What follows belongs to an exercise in optimizing a design on an open flow for small area, a short achievable clock period and few clock cycles per item; a production flow would make more cautious choices. At most, simulation tests tie the RTL to the original design; equivalence was not proved.

## before
## chacha20
module chacha20(input wire clock,
                input wire reset,  
                input wire start,
                input  wire [255:0] key,
                input  wire [63:0] index,  
                input  wire [63:0] nonce,
                output reg done,
                output wire [511:0] out);
For scale: ~6200 cells after synthesis, ~520 flip-flops, ~900 I/O pins, roughly 51000 um2 of cells after synthesis.
==> flow/config.mk <==
export PLATFORM = sky130hd
export DESIGN_NAME = chacha20
export DESIGN_NICKNAME = chacha20
export VERILOG_FILES = /design/flow/design.v
export SDC_FILE = /design/flow/constraint.sdc
export NUM_CORES = 8
export LEC_CHECK = 0
export CAP_MARGIN = 20
export CORE_MARGIN = 2
export CORE_UTILIZATION = 35
export CTS_CLUSTER_DIAMETER = 80
export CTS_CLUSTER_SIZE = 30
export SETUP_SLACK_MARGIN = 2
export SLEW_MARGIN = 20
==> flow/constraint.sdc <==
create_clock -name core_clock -period 14.0 [get_ports {clock}]
set_input_delay 2.8000 -clock core_clock [delete_from_list [all_inputs] [get_ports {clock}]]
set_output_delay 2.8000 -clock core_clock [all_outputs]
set_load 0.01 [all_outputs]
standard.sh (not shown) runs the stock make flow with config.mk's settings and CLKGATE_MAP_FILE= SYNTH_SCRIPT=/design/flow/synth_recipe.tcl, a recipe that flattens the netlist after the stock synthesis.
==> flow/flow/run.sh <==
#!/bin/bash
# The standard layout, with the port buffers made from the smallest buffer cell.
set -euo pipefail
export BUFFER_PORTS_ARGS="-buffer_cell sky130_fd_sc_hd__buf_1"
bash standard.sh > standard_flow.log 2>&1
before went all the way through the flow, and no timing, DRC or antenna check failed.
Testbench counts of before, summed over its fixed seeds: cycles 5,376, blocks 256.
Inputs modified between before and after:
--- a/flow/design.v
+++ b/flow/design.v
@@ -105,45 +105,45 @@
     wire [31:0] xi [0:15];
     wire [31:0] h [0:15];
     wire ld = start;
     wire fa = i == 5'd19;
     genvar j;
     generate for (j = 0; j < 16; j = j + 1) begin: g_init
         assign xi[j] = LE32(init[511 - 32*j -: 32]);
     end endgenerate
     generate for (j = 0; j < 4; j = j + 1) begin: g_h2
-        wire [31:0] a2 = ADD(y[j], y[4+j]);
+        wire [31:0] t1 = y[4+j] ^ y[8+j];
+        wire [31:0] b1 = {t1[19:0], t1[31:20]};
+        wire [31:0] a2 = ADD(y[j], b1);
         wire [31:0] t2 = y[12+j] ^ a2;
         wire [31:0] d2 = {t2[23:0], t2[31:24]};
         wire [31:0] c2 = ADD(y[8+j], d2);
-        wire [31:0] t3 = y[4+j] ^ c2;
+        wire [31:0] t3 = b1 ^ c2;
         wire [31:0] b2 = {t3[24:0], t3[31:25]};
         assign h[     (4-j)%4] = a2;
         assign h[4 +  (5-j)%4] = b2;
         assign h[8 +  (6-j)%4] = c2;
         assign h[12 + (7-j)%4] = d2;
     end endgenerate
     generate for (j = 0; j < 4; j = j + 1) begin: g_h1
         wire [31:0] ai = ld ? xi[j]    : fa ? xi[4+j] : h[j];
         wire [31:0] bi = ld ? xi[4+j]  : h[4+j];
         wire [31:0] ci = ld ? xi[8+j]  : h[8+j];
         wire [31:0] di = ld ? xi[12+j] : h[12+j];
         wire [31:0] s1 = ADD(ai, bi);
         wire [31:0] t0 = di ^ s1;
         wire [31:0] d1 = {t0[15:0], t0[31:16]};
         wire [31:0] s2 = ADD(ci, (fa ? xi[8+j] : d1));
-        wire [31:0] t1 = bi ^ s2;
-        wire [31:0] b1 = {t1[19:0], t1[31:20]};
         wire [31:0] fa_ = ADD(h[j], xi[j]);
         wire [31:0] fd = ADD(h[12+j], xi[12+j]);
         always @(posedge clock) begin
             y[j]    <= s1;
-            y[4+j]  <= fa ? fa_ : b1;
+            y[4+j]  <= fa ? fa_ : bi;
             y[8+j]  <= s2;
             y[12+j] <= fa ? fd : d1;
         end
     end endgenerate
     always @(posedge clock) begin
         if (i != 5'd20) i <= i + 5'd1;
         if (start) i <= 5'd0;
         done <= fa;
         if (reset) begin
[summary]
Compared with before, in after first-pass detailed-route iteration total went down 1, met2 capacity usage during global routing moved down. y[10][29]$_DFF_P_ as the launch point of the critical path was reported by after, and y[0][17]$_DFF_P_ by before. Compared with before, after shows a final worst slack that is 0.15 ns lower. Relative to before, the final cell area reported for after is higher. Compared with before, in after max-slew headroom at the worst pin went down; number of gates given a new drive strength after cts went up.
No functional check of the RTL was part of after.

========
TR:
chacha20, a different RTL version from the one above (not shown whole).
For scale: roughly 6300 cells after synthesis, ~0.053 mm^2 of cells after synthesis.
// chacha20
module chacha20(input wire clock,
                input wire reset,  
                input wire start,
                input  wire [255:0] key,
                input  wire [63:0] index,  
                input  wire [63:0] nonce,
                output reg done,
                output wire [511:0] out);
export LEC_CHECK = 0
export CAP_MARGIN = 30
export CORE_MARGIN = 2
export CORE_UTILIZATION = 35
export SETUP_SLACK_MARGIN = 2
export SLEW_MARGIN = 20
create_clock -name core_clock -period 14.0 [get_ports {clock}]
Scripts as last shown in full above: flow/flow/run.sh
Testbench counts of TR, summed over its fixed seeds: cycles 5,376, blocks 256.
--- input diff TR..JK ---
--- a/flow/design.v
+++ b/flow/design.v
@@ -128,18 +128,18 @@
         wire [31:0] ci = ld ? xi[8+j]  : h[8+j];
         wire [31:0] di = ld ? xi[12+j] : h[12+j];
         wire [31:0] s1 = ADD(ai, bi);
         wire [31:0] t0 = di ^ s1;
         wire [31:0] d1 = {t0[15:0], t0[31:16]};
         wire [31:0] s2 = ADD(ci, (fa ? xi[8+j] : d1));
         wire [31:0] t1 = bi ^ s2;
         wire [31:0] b1 = {t1[19:0], t1[31:20]};
-        wire [31:0] fb = ADD(h[4+j], xi[4+j]);
-        wire [31:0] fd = ADD(h[12+j], xi[12+j]);
+        wire [31:0] fb = h[4+j] + xi[4+j];
+        wire [31:0] fd = h[12+j] + xi[12+j];
         always @(posedge clock) begin
             y[j]    <= s1;
             y[4+j]  <= fa ? fb : b1;
             y[8+j]  <= s2;
             y[12+j] <= fa ? fd : d1;
         end
     end endgenerate
     always @(posedge clock) begin
Findings:
Per the comparison of JK with TR, non-clock inverter count in the final layout fell 30, highest attainable clock frequency about even, number of stages on the worst setup path rose about 27%, via count of the routed design rose about 6%. Max post-synthesis cell type count across TR and JK: TR. TR ended up with xor2_1 as its critical-path cell with the highest stage delay; JK ended up with fa_1. Between TR and JK, the number of max-slew violations in the final report figures differ only marginally. Both conditions hold for JK: the flow ran to the end and the final layout passed the timing, DRC and antenna checks. Compared to TR, JK leaves more free space in the core. The fraction of met2 tracks used by global routing number comes out lower for JK vs TR.
Testbench counts of JK, summed over its fixed seeds: cycles 5,376, blocks 256.

==> what the ideal ports hide <==
The results above use ideal ports. As a check the final layouts listed here were re-extracted and re-timed, cells and wires unchanged. Step 1 (the two cells are an assumption about what drives the block):
set clk [get_ports {clock}]
set_driving_cell -lib_cell sky130_fd_sc_hd__clkbuf_16 $clk
set_driving_cell -lib_cell sky130_fd_sc_hd__buf_2 [delete_from_list [all_inputs] $clk]
Step 2 also shifts input and output timing later by t, the mid clock arrival at the registers, as if the neighbouring blocks saw the same clock. Slacks: ideal ports / drivers / drivers and shift; pairs: ideal ports / drivers.
run | shift t [ns] | setup WS [ns] | worst hold slack (ns) | worst setup path at the end | worst register clock-pin slew, ns
before | 0.806 | 2.193 / 2.193 / 2.193 | 0.608 / 0.608 / 0.608 | register to register | 0.10 / 0.10
after | 0.803 | 2.041 / 2.041 / 2.041 | 0.592 / 0.592 / 0.592 | register to register | 0.11 / 0.11
TR | 0.782 | 2.165 / 2.165 / 2.165 | 0.578 / 0.578 / 0.578 | register to register | 0.07 / 0.07
JK | 0.796 | 2.148 / 2.148 / 2.148 | 0.583 / 0.583 / 0.583 | register to register | 0.07 / 0.07
After both steps every run listed still meets setup and hold.
